This is an optimization exercise on Yosys and OpenROAD, whose aim is small area, a short achievable clock period and few clock cycles per item, not a production implementation.
Where RTL was checked, it was by simulation tests only, not by an equivalence proof against the original.
The RTL of run 2 was laid out without a check of its function.

## flow/design.v (module list and top-level ports; edited modules follow where they fit)
// module atang: 1141 lines
// module conv_dec_ascii: 1179 lines
// module CRC: 69 lines
// module angle_frame: 37 lines
module angle_frame(
	input clk,
	input rst,
	input start,
	input [11:0] x,
	input [11:0] y,
	output [55:0] frame,
	output frame_valid
    );
  // ...
==> flow/run.sh <==
#!/bin/bash
# synth_recipe.tcl (not shown) runs the flow's synth.tcl, then flattens the netlist and writes it again
# the make line also repeats each setting of config.mk as NAME=value (left out here)
make -C /OpenROAD-flow-scripts/flow DESIGN_CONFIG=/design/flow/config.mk WORK_HOME=/design/flow/orfs CLKGATE_MAP_FILE= SYNTH_SCRIPT=/design/flow/synth_recipe.tcl finish
==> flow/config.mk <==
export PLATFORM = sky130hd
export DESIGN_NAME = angle_frame
export DESIGN_NICKNAME = angle_frame
export VERILOG_FILES = /design/flow/design.v
export SDC_FILE = /design/flow/constraint.sdc
export NUM_CORES = 8
export LEC_CHECK = 0
export CAP_MARGIN = 20
export CORE_MARGIN = 2
export CORE_UTILIZATION = 40
export SLEW_MARGIN = 20
export SYNTH_MEMORY_MAX_BITS = 65536
==> flow/constraint.sdc <==
create_clock -name core_clock -period 8.0 [get_ports {clk}]
set_input_delay 1.6000 -clock core_clock [delete_from_list [all_inputs] [get_ports {clk}]]
set_output_delay 1.6000 -clock core_clock [all_outputs]
set_load 0.01 [all_outputs]
==> notes.md, run 1 <==
clock buffers 17; # resized after CTS 0; pin count of the biggest net entering global routing 130; drt drc 0; post-DP HPWL 83510 µm; Hold Buf Count CTS 0; outcome finished clean; Area Overhead vs Synth 5.408%; multi-input logic cell count 3225; Post-synth top flop edfxtp_1; worst-path maximum fanout 87; Worst path max stage delay 1.00 ns; post-synthesis compound-gate area fraction 29.85%; FF+latch count 195; die area 75870 µm²; syn_area_per_cell 7.672 µm²; initial antenna violation count 2; largest area contributor in the netlist edfxtp_1; M1 WL 51040 µm; Cell Count, Final, Fillers Out 4660; # placed instances 4627; CTS H-tree depth 4; post-synthesis sequential area ratio 19.09%; final hold violation count 0; met2 Usage GRT 42.98%; Crit path depth 19; buffering overhead 4.108%; multi-input combinational area share 70.67%; final worst slack 0.8447 ns; CP endpoint Arctg_alg.x_reg[32]; layout cells sized above 1 8.243%; Clock buf/inv share 1.981%
Testbench counts, summed over its fixed seeds: cycles 704,008, frames 8,000.
==> module CRC, before the edit <==
module CRC #(	parameter length_in=48,  
					parameter length_gen=9,
					parameter length_rest=length_gen-1)
				( 	input clk,
					input rst,
					input [length_in-1:0] data_in,
					input en,
					output en_seriala,
					output [length_in+length_rest-1:0] data_out
				);
	reg [1:0] state;
	reg reg_en_seriala;
	wire [length_in+length_rest-1:0] m_zero = {data_in,8'b0}; 
	reg [length_gen-1:0 ] deimpartit;
	reg [7:0] count; 
	reg [length_rest-1:0] rest; 
	wire [length_gen-1:0] pol_gen = 9'b100110001;
	parameter idle = 2'b0;
	parameter start = 2'b01;
	parameter crc = 2'b10;
	parameter end_state = 2'b11;
	assign data_out = {data_in,rest};
	assign en_seriala = reg_en_seriala;
	always @(posedge clk) begin
		if (rst) begin
			state <= idle;
			reg_en_seriala <= 1'b0;
			count <= 8'b1;
		end else
		case (state)
			idle:  begin
				deimpartit <= 0;
				reg_en_seriala <=1'b0;
				count <= 8'b1;
				if (rst)
					state <= idle;
				else if(~rst && en)
					state <= start;
			end
			start: begin
				deimpartit <= {(m_zero[length_in+length_rest-1:length_in+length_rest-length_gen] ^ pol_gen) , m_zero[length_in+length_rest-length_gen-count]};
				count <= count + 1'b1;
				state <= crc;
			end
			crc: begin
				if ( count == length_in+length_rest-length_gen+1 ) begin 
					state <= end_state;
					count <= 0;
					if ( deimpartit[length_gen-1] == 1'b0 )
						rest <= (deimpartit[length_gen-2:0] ^ 8'b0); 
					else 
						rest <= (deimpartit[length_gen-2:0]  ^ pol_gen[length_gen-2:0]);
				end else if ( count < length_in+length_rest-length_gen+1 ) begin
					state <= crc;
					count <= count + 1'b1;
					if ( deimpartit[length_gen-1] == 1'b0 )
						deimpartit <=  {(deimpartit ^ 9'b0),m_zero[length_in+length_rest-length_gen-count]}; 
					else
						deimpartit <=  {(deimpartit ^ pol_gen),m_zero[length_in+length_rest-length_gen-count]};
				end
			end
			end_state: begin
				rest <= rest;
				state <= idle;
				reg_en_seriala <=1'b1;
			end
		endcase
	end
endmodule
==> module angle_frame, before the edit <==
module angle_frame(
	input clk,
	input rst,
	input start,
	input [11:0] x,
	input [11:0] y,
	output [55:0] frame,
	output frame_valid
    );
	 wire [16:0] rez_f_atang;
	 wire en_conv;
	 wire [47:0] d_out_conv;
	 wire [31:0] x_in_atang;
	 wire [31:0] y_in_atang;
	 wire en_atang = start_atang;
	 wire en_crc;
	 reg start_atang;
	 reg [31:0] x_intrare;
	 reg [31:0] y_intrare;
	 assign x_in_atang = x_intrare;
	 assign y_in_atang = y_intrare;
	 atang Arctg_alg(.clk(clk),.en(en_atang),.rst(rst),.x_in(x_in_atang),.y_in(y_in_atang),.z_out(rez_f_atang),.en_conv(en_conv));
	 conv_dec_ascii Conversie(.clk(clk),.rst(rst),.en_conv(en_conv),.again(1'b0),.d_in(rez_f_atang),.d_out(d_out_conv),.en_crc(en_crc));
	 CRC crc(.clk(clk),.rst(rst),.en(en_crc),.data_in(d_out_conv),.data_out(frame),.en_seriala(frame_valid));
	 always @(posedge clk) begin
		if (start) begin
			x_intrare[31:0] <= {1'b0,x,19'b0};
			y_intrare[31:0] <= {1'b0,y,19'b0};
		end
	 end
	 always @(posedge clk) begin
		if (rst)
			start_atang <= 1'b0;
		else
			start_atang <= start;
	 end
endmodule
==> run 2: changes to the inputs <==
==> flow/design.v (replaced) <==
module atang(
	input             clk,
	input             load,       
	input      [11:0] x,
	input      [11:0] y,
	input      [4:0]  k,          
	output     [31:0] z
    );
	reg  [32:0] xr;              
	reg  [34:0] rr;              
	reg  [31:0] zr;
	wire d = rr[34];
	reg [31:0] a;
	always @(*) begin
		case (k)
		5'd0:  a = 32'h35214E63;
		5'd1:  a = 32'h1C128E80;
		5'd2:  a = 32'h0E400224;
		5'd3:  a = 32'h0727154C;
		5'd4:  a = 32'h03946F29;
		5'd5:  a = 32'h01CA5435;
		5'd6:  a = 32'h00E52D8D;
		5'd7:  a = 32'h007296C6;
		5'd8:  a = 32'h00394B63;
		5'd9:  a = 32'h001CA5B1;
		5'd10: a = 32'h000E52D8;
		5'd11: a = 32'h0007296C;
		5'd12: a = 32'h000394B6;
		5'd13: a = 32'h0001CA5B;
		5'd14: a = 32'h0000E52D;
		5'd15: a = 32'h00007296;
		5'd16: a = 32'h0000394B;
		5'd17: a = 32'h00001CA5;
		5'd18: a = 32'h00000E52;
		5'd19: a = 32'h00000729;
		5'd20: a = 32'h00000394;
		5'd21: a = 32'h000001CA;
		5'd22: a = 32'h000000E5;
		5'd23: a = 32'h00000072;
		5'd24: a = 32'h00000039;
		5'd25: a = 32'h0000001C;
		5'd26: a = 32'h0000000E;
		5'd27: a = 32'h00000007;
		5'd28: a = 32'h00000003;
		5'd29: a = 32'h00000001;
		default: a = 32'h00000000;
		endcase
	end
	wire [32:0] lowj = ~(33'h1fffffffe << k);
	wire [32:0] xm = xr & ~lowj;
	wire signed [34:0] rs = $signed(rr) >>> 1;
	wire signed [34:0] ysh = rs >>> {k, 1'b0};
	wire [34:0] rnext = {rr[33:0], 1'b0} + ({2'b00, xm} ^ {35{~d}}) + {34'd0, ~d};
	wire [32:0] xnext = xr + (ysh[32:0] ^ {33{d}}) + {32'd0, d};
	wire [31:0] znext = zr + (a ^ {32{d}}) + {31'd0, d};
	wire [12:0] xy_sum = {1'b0, x} + {1'b0, y};
	wire [12:0] xy_dif = {1'b0, y} - {1'b0, x};
	always @(posedge clk) begin
		if (load) begin
			xr <= {1'b0, xy_sum, 19'b0};
			rr <= {{3{xy_dif[12]}}, xy_dif, 19'b0};
			zr <= 32'h5A000000;
		end else begin
			xr <= xnext;
			rr <= rnext;
			zr <= znext;
		end
	end
	assign z = zr;
endmodule
module conv_dec_ascii(
	input  [16:0] d_in,
	output [20:0] digits     
    );
	wire [6:0] i = d_in[16:10];
	wire [9:0] f = d_in[9:0];
	wire [13:0] m1 = {1'b0, f, 3'b0} + {3'b0, f, 1'b0};
	wire [13:0] m2 = {1'b0, m1[9:0], 3'b0} + {3'b0, m1[9:0], 1'b0};
	wire [13:0] m3 = {1'b0, m2[9:0], 3'b0} + {3'b0, m2[9:0], 1'b0};
	wire [3:0] qh = m1[13:10];
	wire [3:0] qt = m2[13:10];
	wire [3:0] qo = m3[13:10];
	reg [8:0] ti;     
	always @(*) begin
		case (i)
		7'd0: ti = 9'h000;
		7'd1: ti = 9'h001;
		7'd2: ti = 9'h002;
		7'd3: ti = 9'h003;
		7'd4: ti = 9'h004;
		7'd5: ti = 9'h005;
		7'd6: ti = 9'h006;
		7'd7: ti = 9'h007;
		7'd8: ti = 9'h008;
		7'd9: ti = 9'h009;
		7'd10: ti = 9'h010;
		7'd11: ti = 9'h011;
		7'd12: ti = 9'h012;
		7'd13: ti = 9'h013;
		7'd14: ti = 9'h014;
		7'd15: ti = 9'h015;
		7'd16: ti = 9'h016;
		7'd17: ti = 9'h017;
		7'd18: ti = 9'h018;
		7'd19: ti = 9'h019;
		7'd20: ti = 9'h020;
		7'd21: ti = 9'h021;
		7'd22: ti = 9'h022;
		7'd23: ti = 9'h023;
		7'd24: ti = 9'h024;
		7'd25: ti = 9'h025;
		7'd26: ti = 9'h026;
		7'd27: ti = 9'h027;
		7'd28: ti = 9'h028;
		7'd29: ti = 9'h029;
		7'd30: ti = 9'h030;
		7'd31: ti = 9'h031;
		7'd32: ti = 9'h032;
		7'd33: ti = 9'h033;
		7'd34: ti = 9'h034;
		7'd35: ti = 9'h035;
		7'd36: ti = 9'h036;
		7'd37: ti = 9'h037;
		7'd38: ti = 9'h038;
		7'd39: ti = 9'h039;
		7'd40: ti = 9'h040;
		7'd41: ti = 9'h041;
		7'd42: ti = 9'h042;
		7'd43: ti = 9'h043;
		7'd44: ti = 9'h044;
		7'd45: ti = 9'h045;
		7'd46: ti = 9'h046;
		7'd47: ti = 9'h047;
		7'd48: ti = 9'h048;
		7'd49: ti = 9'h049;
		7'd50: ti = 9'h050;
		7'd51: ti = 9'h051;
		7'd52: ti = 9'h052;
		7'd53: ti = 9'h053;
		7'd54: ti = 9'h054;
		7'd55: ti = 9'h055;
		7'd56: ti = 9'h056;
		7'd57: ti = 9'h057;
		7'd58: ti = 9'h058;
		7'd59: ti = 9'h059;
		7'd60: ti = 9'h060;
		7'd61: ti = 9'h061;
		7'd62: ti = 9'h062;
		7'd63: ti = 9'h063;
		7'd64: ti = 9'h064;
		7'd65: ti = 9'h065;
		7'd66: ti = 9'h066;
		7'd67: ti = 9'h067;
		7'd68: ti = 9'h068;
		7'd69: ti = 9'h069;
		7'd70: ti = 9'h070;
		7'd71: ti = 9'h071;
		7'd72: ti = 9'h072;
		7'd73: ti = 9'h073;
		7'd74: ti = 9'h074;
		7'd75: ti = 9'h075;
		7'd76: ti = 9'h076;
		7'd77: ti = 9'h077;
		7'd78: ti = 9'h078;
		7'd79: ti = 9'h079;
		7'd80: ti = 9'h080;
		7'd81: ti = 9'h081;
		7'd82: ti = 9'h082;
		7'd83: ti = 9'h083;
		7'd84: ti = 9'h084;
		7'd85: ti = 9'h085;
		7'd86: ti = 9'h086;
		7'd87: ti = 9'h087;
		7'd88: ti = 9'h088;
		7'd89: ti = 9'h089;
		7'd90: ti = 9'h090;
		7'd91: ti = 9'h091;
		7'd92: ti = 9'h092;
		7'd93: ti = 9'h093;
		7'd94: ti = 9'h094;
		7'd95: ti = 9'h095;
		7'd96: ti = 9'h096;
		7'd97: ti = 9'h097;
		7'd98: ti = 9'h098;
		7'd99: ti = 9'h099;
		7'd100: ti = 9'h100;
		7'd101: ti = 9'h101;
		7'd102: ti = 9'h102;
		7'd103: ti = 9'h103;
		7'd104: ti = 9'h104;
		7'd105: ti = 9'h105;
		7'd106: ti = 9'h106;
		7'd107: ti = 9'h107;
		7'd108: ti = 9'h108;
		7'd109: ti = 9'h109;
		7'd110: ti = 9'h110;
		7'd111: ti = 9'h111;
		7'd112: ti = 9'h112;
		7'd113: ti = 9'h113;
		7'd114: ti = 9'h114;
		7'd115: ti = 9'h115;
		7'd116: ti = 9'h116;
		7'd117: ti = 9'h117;
		7'd118: ti = 9'h118;
		7'd119: ti = 9'h119;
		7'd120: ti = 9'h120;
		7'd121: ti = 9'h121;
		7'd122: ti = 9'h122;
		7'd123: ti = 9'h123;
		7'd124: ti = 9'h124;
		7'd125: ti = 9'h125;
		7'd126: ti = 9'h126;
		7'd127: ti = 9'h127;
		default: ti = 9'h0;
		endcase
	end
	assign digits = {ti, qh, qt, qo};
endmodule
module CRC(
	input  [20:0] digits,    
	output [7:0]  crc
    );
	function [7:0] crc8;
		input [47:0] m;
		integer k;
		reg [7:0] c;
		reg fb;
		begin
			c = 8'h80;
			for (k = 47; k >= 0; k = k - 1) begin
				fb = c[7] ^ m[k];
				c = {c[6:0], 1'b0} ^ (fb ? 8'h31 : 8'h00);
			end
			crc8 = c;
		end
	endfunction
	wire [47:0] text = {7'b0011000, digits[20], 4'h3, digits[19:16], 4'h3, digits[15:12],
	                    4'h3, digits[11:8], 4'h3, digits[7:4], 4'h3, digits[3:0]};
	assign crc = crc8(text);
endmodule
module angle_frame(
	input clk,
	input rst,
	input start,
	input [11:0] x,
	input [11:0] y,
	output [55:0] frame,
	output frame_valid
    );
	reg        busy;
	reg  [4:0] k;
	reg        valid;
	reg  [20:0] dig;
	wire [31:0] z;
	wire [20:0] dig_next;
	wire [7:0]  crc;
	atang Arctg_alg(.clk(clk), .load(start), .x(x), .y(y), .k(k), .z(z));
	conv_dec_ascii Conversie(.d_in(z[31:15]), .digits(dig_next));
	CRC crc8(.digits(dig), .crc(crc));
	wire last = (k == 5'd30);
	always @(posedge clk) begin
		k <= start ? 5'd0 : k + 5'd1;
		dig <= dig_next;
		if (rst) begin
			busy  <= 1'b0;
			valid <= 1'b0;
		end else begin
			busy  <= start | (busy & ~last);
			valid <= busy & last;
		end
	end
	assign frame = {7'b0011000, dig[20], 4'h3, dig[19:16], 4'h3, dig[15:12],
	                4'h3, dig[11:8], 4'h3, dig[7:4], 4'h3, dig[3:0], crc};
	assign frame_valid = valid;
endmodule
==> flow/config.mk (replaced) <==
export PLATFORM = sky130hd
export DESIGN_NAME = angle_frame
export DESIGN_NICKNAME = angle_frame
export VERILOG_FILES = /design/flow/design.v
export SDC_FILE = /design/flow/constraint.sdc
export NUM_CORES = 8
export LEC_CHECK = 0
export CAP_MARGIN = 20
export CORE_MARGIN = 2
export CORE_UTILIZATION = 40
export SETUP_SLACK_MARGIN = 4.0
export SLEW_MARGIN = 20
export SYNTH_MEMORY_MAX_BITS = 65536
==> notes.md, run 2 <==
CTS H-tree depth 4 (unchanged); DR vias/cell 5.699 (was 6.725); CP Launch Point k[0] (was Arctg_alg.count[1]); startpoint types flip-flop (unchanged); most numerous cell in the Yosys netlist nor2_1; outcome finished clean (unchanged); Hold Buf Count CTS 0 (unchanged); diode count 0 (was 1); synth warn 4 (unchanged); number of core rows 70 (was 99); global-route wire length before repair 68230 µm (was 178200 µm); post-synthesis compound-gate area fraction 23.11% (was 29.85%); Clk Latency, worst-skew pair 0.45 ns (was 0.50 ns); Post-synth top flop dfxtp_1 (was edfxtp_1); Top reg by flops Arctg_alg.rr; largest family of logic cells by synthesized area compound AO/OA/AOI/OAI gates (unchanged); crit path kind reg2reg (unchanged); layout cells sized above 1 17.67% (was 8.243%); Reg2Reg Depth 21 (was 19); Num CTS Buffers 17 (unchanged); clock skew 0.01482 ns (was 0.01732 ns); CTS root buf clkbuf_16 (unchanged); Area Overhead vs Synth 22.66% (was 5.408%); Setup crit end kind flip-flop (unchanged); XOR/XNOR Fraction of Synth Area 15.35% (was 5.468%); most instantiated cells after synthesis nor2_1 (194), xnor2_1 (170), a21oi_1 (161) (was nand2_1 (386), nor2_1 (386), a21oi_1 (345)); clock transition at the registers of the reported paths 0.08 ns (about the same); Syn Std Cell Area 14810 µm² (was 29470 µm²); Crit path arrival time 4.53 ns (was 7.40 ns); max_cap viols 0 (unchanged); max reg flops 34; post-synthesis sequential area ratio 21.22% (was 19.09%); total track usage 21.84% (was 30.08%); # nets final 2122 (was 3878); WHS 0.3591 ns (was 0.4595 ns); most common cell after layout, fill and taps aside nor2_1 (was nand2_1); chip width 196.4 µm (was 275.5 µm); GRT overflow 0 (unchanged); vias in the first global route 12980 (was 28570); Worst path max stage delay 0.46 ns (was 1.00 ns); Adder-Cell Fraction of Synth Area 13.97% (was 7.038%); CP required 8.34 ns (was 8.25 ns); drt drc 0 (unchanged); post-DP HPWL 29970 µm (was 83510 µm); commonest cells after routing, fill and taps aside nor2_1 (181), xnor2_1 (147), a21oi_1 (146), dfxtp_1 (145), ha_1 (144) (was nand2_1 (386), nor2_1 (384), a21oi_1 (344), o21ai_0 (344), edfxtp_1 (172)); core area 36520 µm² (was 72960 µm²); DRT Wirelength 43650 µm (was 116800 µm); fmax 238.4 MHz (was 139.8 MHz); Area contributors post-synth dfxtp_1 (21%), ha_1 (13%), xnor2_1 (10%), a21oi_1 (5.4%), xor2_1 (5.1%) (was edfxtp_1 (18%), ha_1 (6.8%), mux4_2 (6.8%), a21oi_1 (5.9%), o21ai_0 (5.8%)); Yosys top cell area share 21.22% (was 17.52%); slowest cell on the critical path dfxtp_4 (was a2111oi_0); Clock Sinks 157 (was 195); antenna viol nets, final 0 (unchanged); Die H 196.4 µm (was 275.5 µm); CTS tree yes (unchanged); Slew Limit Headroom 33.73% (was 18.02%); Port Buf Inserts 56 (unchanged); flops & latches, synth 157 (was 195); Synth Area in Simple Gates 14.67% (was 20.07%); final slew viol count 0 (unchanged); fill cell count 3399 (was 7458); CP bufs+invs 4 (was 2); RSZ-0062 raised after global routing yes (was no); Unique masters post-synth 92 (was 97); gpl congestion 0.9188 (was 1.021); final hold violation count 0 (unchanged); reg2reg setup slack 3.80 ns (was 0.84 ns); syn_area_per_cell 8.019 µm² (was 7.672 µm²); Synth Instances 1847 (was 3842); Worst Hold End dig[12] (was Conversie.reg_en_crc); fraction of the cycle the final worst path needs 52.44% (was 89.44%); final setup fails 0 (unchanged); crit path cell chain buf_12 -> buf_16 -> buf_12 -> mux2i_2 -> mux2i_2 -> a211oi_2 -> a21oi_2 -> xnor2_1 -> nor2_2 -> fa_2 -> a21o_1 -> a21o_1 -> nand2_2 -> a211oi_2 -> o21ai_2 -> a21o_1 -> buf_4 -> a211oi_1 -> o21ai_1 -> nand4b_1 -> o311ai_1 (was buf_12 -> mux2i_1 -> mux4_2 -> o2111a_1 -> a2111oi_0 -> buf_4 -> o21ai_0 -> or3_1 -> nand2_1 -> ha_1 -> o21ai_0 -> a21boi_0 -> o31a_1 -> o31ai_1 -> a22oi_1 -> o211a_1 -> o41ai_1 -> nor4_1 -> a311o_1); Final TNS setup 0 ns (unchanged); deepest clock path buffer count 2 (unchanged); Min-Delay Path Depth 0 (was 1); cell mode on critical path a21o_1 (was o21ai_0); I/O pin count 84 (unchanged); worst hold path type reg2reg (unchanged); multiplexer area fraction after synthesis 5.931% (was 11.59%); CP top delay family compound AO/OA/AOI/OAI gates (unchanged); Detailed Route Iter0 Violations 1217 (was 4596); Avg WL per Cell 18.08 µm (was 25.07 µm); Post-synth EDFFs 0 (was 172); initial core utilization 40.55% (was 40.40%); FF-to-FF Start k[0] (was Arctg_alg.count[1]); Hold Crit Start Arctg_alg.zr[25] (was Arctg_alg.reg_en_conv); initial antenna violation count 0 (was 2); TritonRoute pass-1 iters 6 (unchanged); pin count of the biggest net entering global routing 69 (was 130); die area 38580 µm² (was 75870 µm²); worst r2r dst Arctg_alg.xr[22] (was Arctg_alg.x_reg[32]); Via Count 13760 (was 31340); Synth async-reset ratio 0% (unchanged); worst-path maximum fanout 14 (was 87); Final min period 4.195 ns (was 7.155 ns); largest area contributor in the netlist dfxtp_1 (was edfxtp_1); worst slew pin tran 0.9927 ns (was 1.199 ns)
[run 2: changes by cell type in the layout (fill, tap and decap cells not counted), moves of 65 or more]
| cell | previous run | this run |
|---|---|---|
| nand2_1 | 386 | 106 |
| edfxtp_1 | 172 | 0 |
| mux4_2 | 89 | 11 |
| mux2i_1 | 99 | 27 |
| dfxtp_1 | 17 | 145 |
| nor2_1 | 384 | 181 |
| o21ai_0 | 344 | 96 |
| a21oi_1 | 344 | 146 |
| nor3_1 | 88 | 23 |
[run 2: timing repair]
item | 4_1_cts | 5_1_grt
gates resized for setup | 183 | 108
gates cloned | 6 | 2
pin swaps | 59 | 49
setup buffers | 56 | 21
setup endpoints to repair | 83 | 48
[run 2: final cells by class]
class,instances,area (µm²),area share [%]
Timing Repair inverter,1,11.26,0.06199
Clock inverter,15,191.4,1.054
Multi-Input combinational cell,1522,11850,65.22
Clock buffer,17,425.4,2.342
Timing Repair Buffer,150,1554,8.554
Sequential cell,157,3171,17.45
Inverter,85,379.1,2.087
Tap cell,468,585.6,3.223
[run 2: how the worst max path moves through the flow]
stage / endpoint / slack, ns / cells after the start
2_1_floorplan: Arctg_alg.rr[28] / 4.01 / 17
3_3_place_gp: Arctg_alg.zr[28] / 3.11 / 13
3_5_place_dp: Arctg_alg.zr[28] / 3.05 / 13
4_1_cts: Arctg_alg.xr[26] / 3.91 / 16
5_1_grt: Arctg_alg.xr[31] / 3.60 / 21
6_report: Arctg_alg.xr[22] / 3.80 / 21
[run 2: metrics by stage]
step | worst slack, ns | utilization, % | std cells | instance area (µm²)
floorplan | 4.007 | - | 1872 | 14940
global placement | 3.110 | 42.75 | 2298 | 15610
detailed placement | 3.049 | 42.75 | 2298 | 15610
CTS | 3.913 | 48.01 | 2392 | 17530
global route | 3.605 | 49.74 | 2415 | 18170
finish | 3.805 | 49.74 | 2415 | 18170
[run 2: layer usage]
metal	up-vias	wire length (µm)	GRT usage (%)	part of all wire (%)
met4	0	1145	7.071	2.6
li1	6655	-	-	-
met1	6507	19860	30.61	46
met2	511	19550	34.20	45
met3	89	3093	3.525	7.1
met5	-	0	0	0
[run 2: worst reg2reg max path, cell delays in order, from the launching register on]
cell and delay [ns]:
dfxtp_4 0.46, buf_12 0.14, buf_16 0.16, buf_12 0.13, mux2i_2 0.28, mux2i_2 0.19
a211oi_2 0.26, a21oi_2 0.06, xnor2_1 0.21, nor2_2 0.08, fa_2 0.41, a21o_1 0.19
a21o_1 0.18, nand2_2 0.08, a211oi_2 0.09, o21ai_2 0.25, a21o_1 0.25, buf_4 0.14
a211oi_1 0.06, o21ai_1 0.22, nand4b_1 0.13, o311ai_1 0.11
[run 2: logic make-up (layout without fill, tap and decap cells)]
kind of cell,count (synthesis),in the layout
DFF,157,157
muxes,72,72
buffers and inverters,193,268
other,2,27
AOI/OAI and AO/OA,530,530
adders and majority gates,162,162
xor gates and xnor gates,258,258
and+or+nand+nor,473,473
==> module atang, before the edit <==
module atang(
	input             clk,
	input             load,       
	input      [11:0] x,
	input      [11:0] y,
	input      [4:0]  k,          
	output     [31:0] z
    );
	reg  [32:0] xr;              
	reg  [34:0] rr;              
	reg  [31:0] zr;
	wire d = rr[34];
	reg [31:0] a;
	always @(*) begin
		case (k)
		5'd0:  a = 32'h35214E63;
		5'd1:  a = 32'h1C128E80;
		5'd2:  a = 32'h0E400224;
		5'd3:  a = 32'h0727154C;
		5'd4:  a = 32'h03946F29;
		5'd5:  a = 32'h01CA5435;
		5'd6:  a = 32'h00E52D8D;
		5'd7:  a = 32'h007296C6;
		5'd8:  a = 32'h00394B63;
		5'd9:  a = 32'h001CA5B1;
		5'd10: a = 32'h000E52D8;
		5'd11: a = 32'h0007296C;
		5'd12: a = 32'h000394B6;
		5'd13: a = 32'h0001CA5B;
		5'd14: a = 32'h0000E52D;
		5'd15: a = 32'h00007296;
		5'd16: a = 32'h0000394B;
		5'd17: a = 32'h00001CA5;
		5'd18: a = 32'h00000E52;
		5'd19: a = 32'h00000729;
		5'd20: a = 32'h00000394;
		5'd21: a = 32'h000001CA;
		5'd22: a = 32'h000000E5;
		5'd23: a = 32'h00000072;
		5'd24: a = 32'h00000039;
		5'd25: a = 32'h0000001C;
		5'd26: a = 32'h0000000E;
		5'd27: a = 32'h00000007;
		5'd28: a = 32'h00000003;
		5'd29: a = 32'h00000001;
		default: a = 32'h00000000;
		endcase
	end
	wire [32:0] lowj = ~(33'h1fffffffe << k);
	wire [32:0] xm = xr & ~lowj;
	wire signed [34:0] rs = $signed(rr) >>> 1;
	wire signed [34:0] ysh = rs >>> {k, 1'b0};
	wire [34:0] rnext = {rr[33:0], 1'b0} + ({2'b00, xm} ^ {35{~d}}) + {34'd0, ~d};
	wire [32:0] xnext = xr + (ysh[32:0] ^ {33{d}}) + {32'd0, d};
	wire [31:0] znext = zr + (a ^ {32{d}}) + {31'd0, d};
	wire [12:0] xy_sum = {1'b0, x} + {1'b0, y};
	wire [12:0] xy_dif = {1'b0, y} - {1'b0, x};
	always @(posedge clk) begin
		if (load) begin
			xr <= {1'b0, xy_sum, 19'b0};
			rr <= {{3{xy_dif[12]}}, xy_dif, 19'b0};
			zr <= 32'h5A000000;
		end else begin
			xr <= xnext;
			rr <= rnext;
			zr <= znext;
		end
	end
	assign z = zr;
endmodule
==> run 3: changes to the inputs <==
--- a/flow/design.v
+++ b/flow/design.v
@@ -5,5 +5,6 @@
 	input      [11:0] y,
 	input      [4:0]  k,          
-	output     [31:0] z
+	output     [31:0] z,
+	output            done        
     );
 	reg  [32:0] xr;              
@@ -49,5 +50,5 @@
 	wire [32:0] lowj = ~(33'h1fffffffe << k);
 	wire [32:0] xm = xr & ~lowj;
-	wire signed [34:0] rs = $signed(rr) >>> 1;
+	wire signed [34:0] rs = {rr[34], rr[34:1]};
 	wire signed [34:0] ysh = rs >>> {k, 1'b0};
 	wire [34:0] rnext = {rr[33:0], 1'b0} + ({2'b00, xm} ^ {35{~d}}) + {34'd0, ~d};
@@ -67,4 +68,6 @@
 		end
 	end
+	wire [14:0] zl = zr[14:0] ^ {15{~d}};
+	assign done = ~|a[31:14] & (zl >= {a[13:0], 1'b0});
 	assign z = zr;
 endmodule
@@ -255,8 +258,9 @@
 	wire [20:0] dig_next;
 	wire [7:0]  crc;
-	atang Arctg_alg(.clk(clk), .load(start), .x(x), .y(y), .k(k), .z(z));
+	wire        done;
+	atang Arctg_alg(.clk(clk), .load(start), .x(x), .y(y), .k(k), .z(z), .done(done));
 	conv_dec_ascii Conversie(.d_in(z[31:15]), .digits(dig_next));
 	CRC crc8(.digits(dig), .crc(crc));
-	wire last = (k == 5'd30);
+	wire last = done;
 	always @(posedge clk) begin
 		k <= start ? 5'd0 : k + 5'd1;
==> notes.md, run 3 <==
outcome finished clean (unchanged); fmax 237.7 MHz (was 238.4 MHz); CP bufs+invs 3 (was 4); Final TNS setup 0 ns (unchanged); Synth async-reset ratio 0% (unchanged); Clk Latency, worst-skew pair 0.45 ns (about the same); most numerous cell in the Yosys netlist nor2_1 (unchanged); flops & latches, synth 157 (unchanged); layout cells sized above 1 14.17% (was 17.67%); Yosys top cell area share 20.41% (was 21.22%); final slew viol count 0 (unchanged); Area Overhead vs Synth 18.67% (was 22.66%); Top reg by flops Arctg_alg.rr (unchanged); clock skew 0.009867 ns (was 0.01482 ns); deepest clock path buffer count 2 (unchanged); die area 40080 µm² (was 38580 µm²); Worst path max stage delay 0.40 ns (was 0.46 ns); DR WL met2 21150 µm (was 19550 µm); clock transition at the registers of the reported paths 0.07 ns (was 0.08 ns); CTS H-tree depth 4 (unchanged); Syn Std Cell Area 15400 µm² (was 14810 µm²); post-synthesis sequential area ratio 20.41% (was 21.22%); drt drc 0 (unchanged); Final min period 4.207 ns (was 4.195 ns); Clock Sinks 157 (unchanged); CTS root buf clkbuf_16 (unchanged); worst hold path type reg2reg (unchanged); area of placed instances 16220 µm² (was 15610 µm²); final worst slack 3.793 ns (was 3.805 ns); initial antenna violation count 0 (unchanged); # placed instances 2459 (was 2298); Synth Instances 1970 (was 1847); Post-synth top flop dfxtp_1 (unchanged); initial core utilization 40.79% (was 40.55%); metal3 WL 2067 µm (was 3093 µm); Die H 200.2 µm (was 196.4 µm); Unique masters post-synth 82 (was 92); CP top delay family XOR/XNOR gates (was compound AO/OA/AOI/OAI gates); antenna viol nets, final 0 (unchanged); Detailed Route Iter0 Violations 1199 (was 1217); TritonRoute pass-1 iters 5 (was 6); GRT overflow 0 (unchanged); chip width 200.2 µm (was 196.4 µm); I/O pin count 84 (unchanged); largest area contributor in the netlist dfxtp_1 (unchanged); post-DP HPWL 31810 µm (was 29970 µm); Cell Count, Final, Fillers Out 2565 (was 2415); synth warn 4 (unchanged); Area contributors post-synth dfxtp_1 (20%), ha_1 (14%), xnor2_1 (10%), xor2_1 (6.0%), a21oi_1 (5.9%) (was dfxtp_1 (21%), ha_1 (13%), xnor2_1 (10%), a21oi_1 (5.4%), xor2_1 (5.1%)); final hold violation count 0 (unchanged); gpl congestion 0.9348 (was 0.9188); global-route wire length before repair 68920 µm (was 68230 µm); pin count of the biggest net entering global routing 72 (was 69); Post-synth EDFFs 0 (unchanged); startpoint types flip-flop (unchanged); diode count 0 (unchanged); Port Buf Inserts 56 (unchanged); M1 WL 20010 µm (was 19860 µm); Hold Buf Count CTS 0 (unchanged); number of core rows 71 (was 70); Slew Limit Headroom 35.42% (was 33.73%); syn_area_per_cell 7.817 µm² (was 8.019 µm²); DR vias/cell 5.478 (was 5.699); fill cell count 3613 (was 3399); Avg WL per Cell 17.18 µm (was 18.08 µm); RSZ-0062 raised after global routing yes (unchanged); DRT Wirelength 44050 µm (was 43650 µm); Num CTS Buffers 17 (unchanged); Register Area 3173 µm² (was 3171 µm²); CP required 6.40 ns (was 8.34 ns); commonest cells after routing, fill and taps aside nor2_1 (208), xnor2_1 (163), ha_1 (162), a21oi_1 (160), dfxtp_1 (145) (was nor2_1 (181), xnor2_1 (147), a21oi_1 (146), dfxtp_1 (145), ha_1 (144)); worst slew pin tran 0.9627 ns (was 0.9927 ns); max reg flops 34 (unchanged); slowest cell on the critical path dfxtp_4 (unchanged); final instance area 18270 µm² (was 18170 µm²); vias in the first global route 13200 (was 12980); pre-CTS setup slack 3.000 ns (was 3.049 ns); Setup crit end kind primary output (was flip-flop); Multi-input gate area 12150 µm² (was 11850 µm²); most common cell after layout, fill and taps aside nor2_1 (unchanged); crit path cell chain xor2_4 -> xnor2_2 -> xnor2_1 -> xnor2_1 -> buf_4 -> xnor2_4 -> xnor2_2 -> buf_4 -> xor2_2 -> buf_2 (was buf_12 -> buf_16 -> buf_12 -> mux2i_2 -> mux2i_2 -> a211oi_2 -> a21oi_2 -> xnor2_1 -> nor2_2 -> fa_2 -> a21o_1 -> a21o_1 -> nand2_2 -> a211oi_2 -> o21ai_2 -> a21o_1 -> buf_4 -> a211oi_1 -> o21ai_1 -> nand4b_1 -> o311ai_1); crit path kind reg2out (was reg2reg); # nets final 2242 (was 2122); fraction of the cycle the final worst path needs 52.58% (was 52.44%); worst-path maximum fanout 4 (was 14); Via Count 14050 (was 13760); most instantiated cells after synthesis nor2_1 (212), xnor2_1 (182), a21oi_1 (181) (was nor2_1 (194), xnor2_1 (170), a21oi_1 (161)); reg2reg setup slack 4.00 ns (was 3.80 ns); total track usage 21.00% (was 21.84%); Crit path arrival time 2.61 ns (was 4.53 ns); final setup fails 0 (unchanged); CTS tree yes (unchanged); core area 37760 µm² (was 36520 µm²); top routing layer in use met4 (unchanged); max_cap viols 0 (unchanged)
[run 3: cell types whose count changed in the layout (fill, tap and decap cells not counted), sizes merged, moves of 12 or more]
| cell | delta |
|---|---|
| xor2 | +18 |
| nor2 | +18 |
| a21oi | +19 |
| nand2 | +27 |
| xnor2 | +12 |
| ha | +13 |
[run 3: final cells by class]
type	count	share of cell area, %
timing repair inverter	2	0.06847
multi-input combinational	1630	66.47
sequential	157	17.36
clock buffer	18	2.349
tap	511	3.499
timing repair buffer	137	7.313
clock inverter	14	0.7806
inverter	96	2.157
[run 3: repair_timing]
item                                    CTS  global route
gates resized for setup                 119           119
cloned                                    4             1
endpoints found under the setup margin   71            48
setup buffers                            43            26
pin swaps                                37            56
[run 3: kinds of logic (layout without fill, tap and decap cells)]
family	count (synthesis)	in the layout	synth area share, %
DFF	157	157	20.41
buffers and inverters	208	267	5.891
and+or+nand+nor	528	528	15.63
xor gates and xnor gates	287	287	16.32
muxes	61	61	4.818
AOI/OAI and AO/OA	553	553	22.45
other	2	27	0.04877
adders and majority gates	174	174	14.43
[run 3: per-layer routing]
metal | vias to the layer above | global-route usage, %
li1 | 6975 | -
met1 | 6669 | 27.90
met2 | 355 | 35.74
met3 | 52 | 2.782
met4 | 0 | 5.517
met5 | - | 0
[run 3: path summary, 6_finish.rpt]
| check | start | end | depth (start not counted) |
|---|---|---|---|
| max | dig[18] | frame[0] | 10 |
| min | Arctg_alg.zr[25] | dig[12] | 0 |
| max reg2reg | k[0] | Arctg_alg.xr[32] | 17 |
| min reg2reg | Arctg_alg.zr[25] | dig[12] | 0 |
[run 3: per-stage QoR]
| step | utilization (%) | hold slack [ns] |
|---|---|---|
| 3_5_place_dp | 42.96 | 0.3640 |
| 4_1_cts | 46.60 | 0.3648 |
| 5_1_grt | 48.40 | 0.3726 |
| 3_3_place_gp | 42.96 | 0.3665 |
| 2_1_floorplan | - | 0.3368 |
| 6_report | 48.40 | 0.3588 |
Testbench counts of run 3, summed over its fixed seeds: cycles 159,356, frames 8,000.

re-timing with driven ports:
How much do the figures lean on ideal ports? The routed layouts below were timed once more, with nothing changed but the port constraints. Step 1 (the two cells are an assumption about what drives the block):
set clk [get_ports {clk}]
set_driving_cell -lib_cell sky130_fd_sc_hd__clkbuf_16 $clk
set_driving_cell -lib_cell sky130_fd_sc_hd__buf_2 [delete_from_list [all_inputs] $clk]
Step 2 times the ports against the registers' clock, not the clock port: input delays grow and output delays shrink by t, the midpoint of the rising clock arrivals with the driver on. Slacks: ideal ports / drivers / drivers and shift; pairs: ideal ports / drivers.
run	t (ns)	slack for setup (ns)	hold WS [ns]	slew at the worst register clock pin (ns)
run 1	0.554	0.845 / 0.845 / 0.845	0.459 / 0.459 / 0.459	0.09 / 0.09
run 2	0.497	3.805 / 3.805 / 3.592	0.359 / 0.359 / 0.359	0.08 / 0.08
run 3	0.496	3.793 / 3.742 / 3.725	0.359 / 0.359 / 0.359	0.07 / 0.07
After both steps setup and hold are still met in every run listed. For run 2, which loses most, drivers alone change the setup slack by 0.000 ns; drivers and shift together by -0.213 ns.
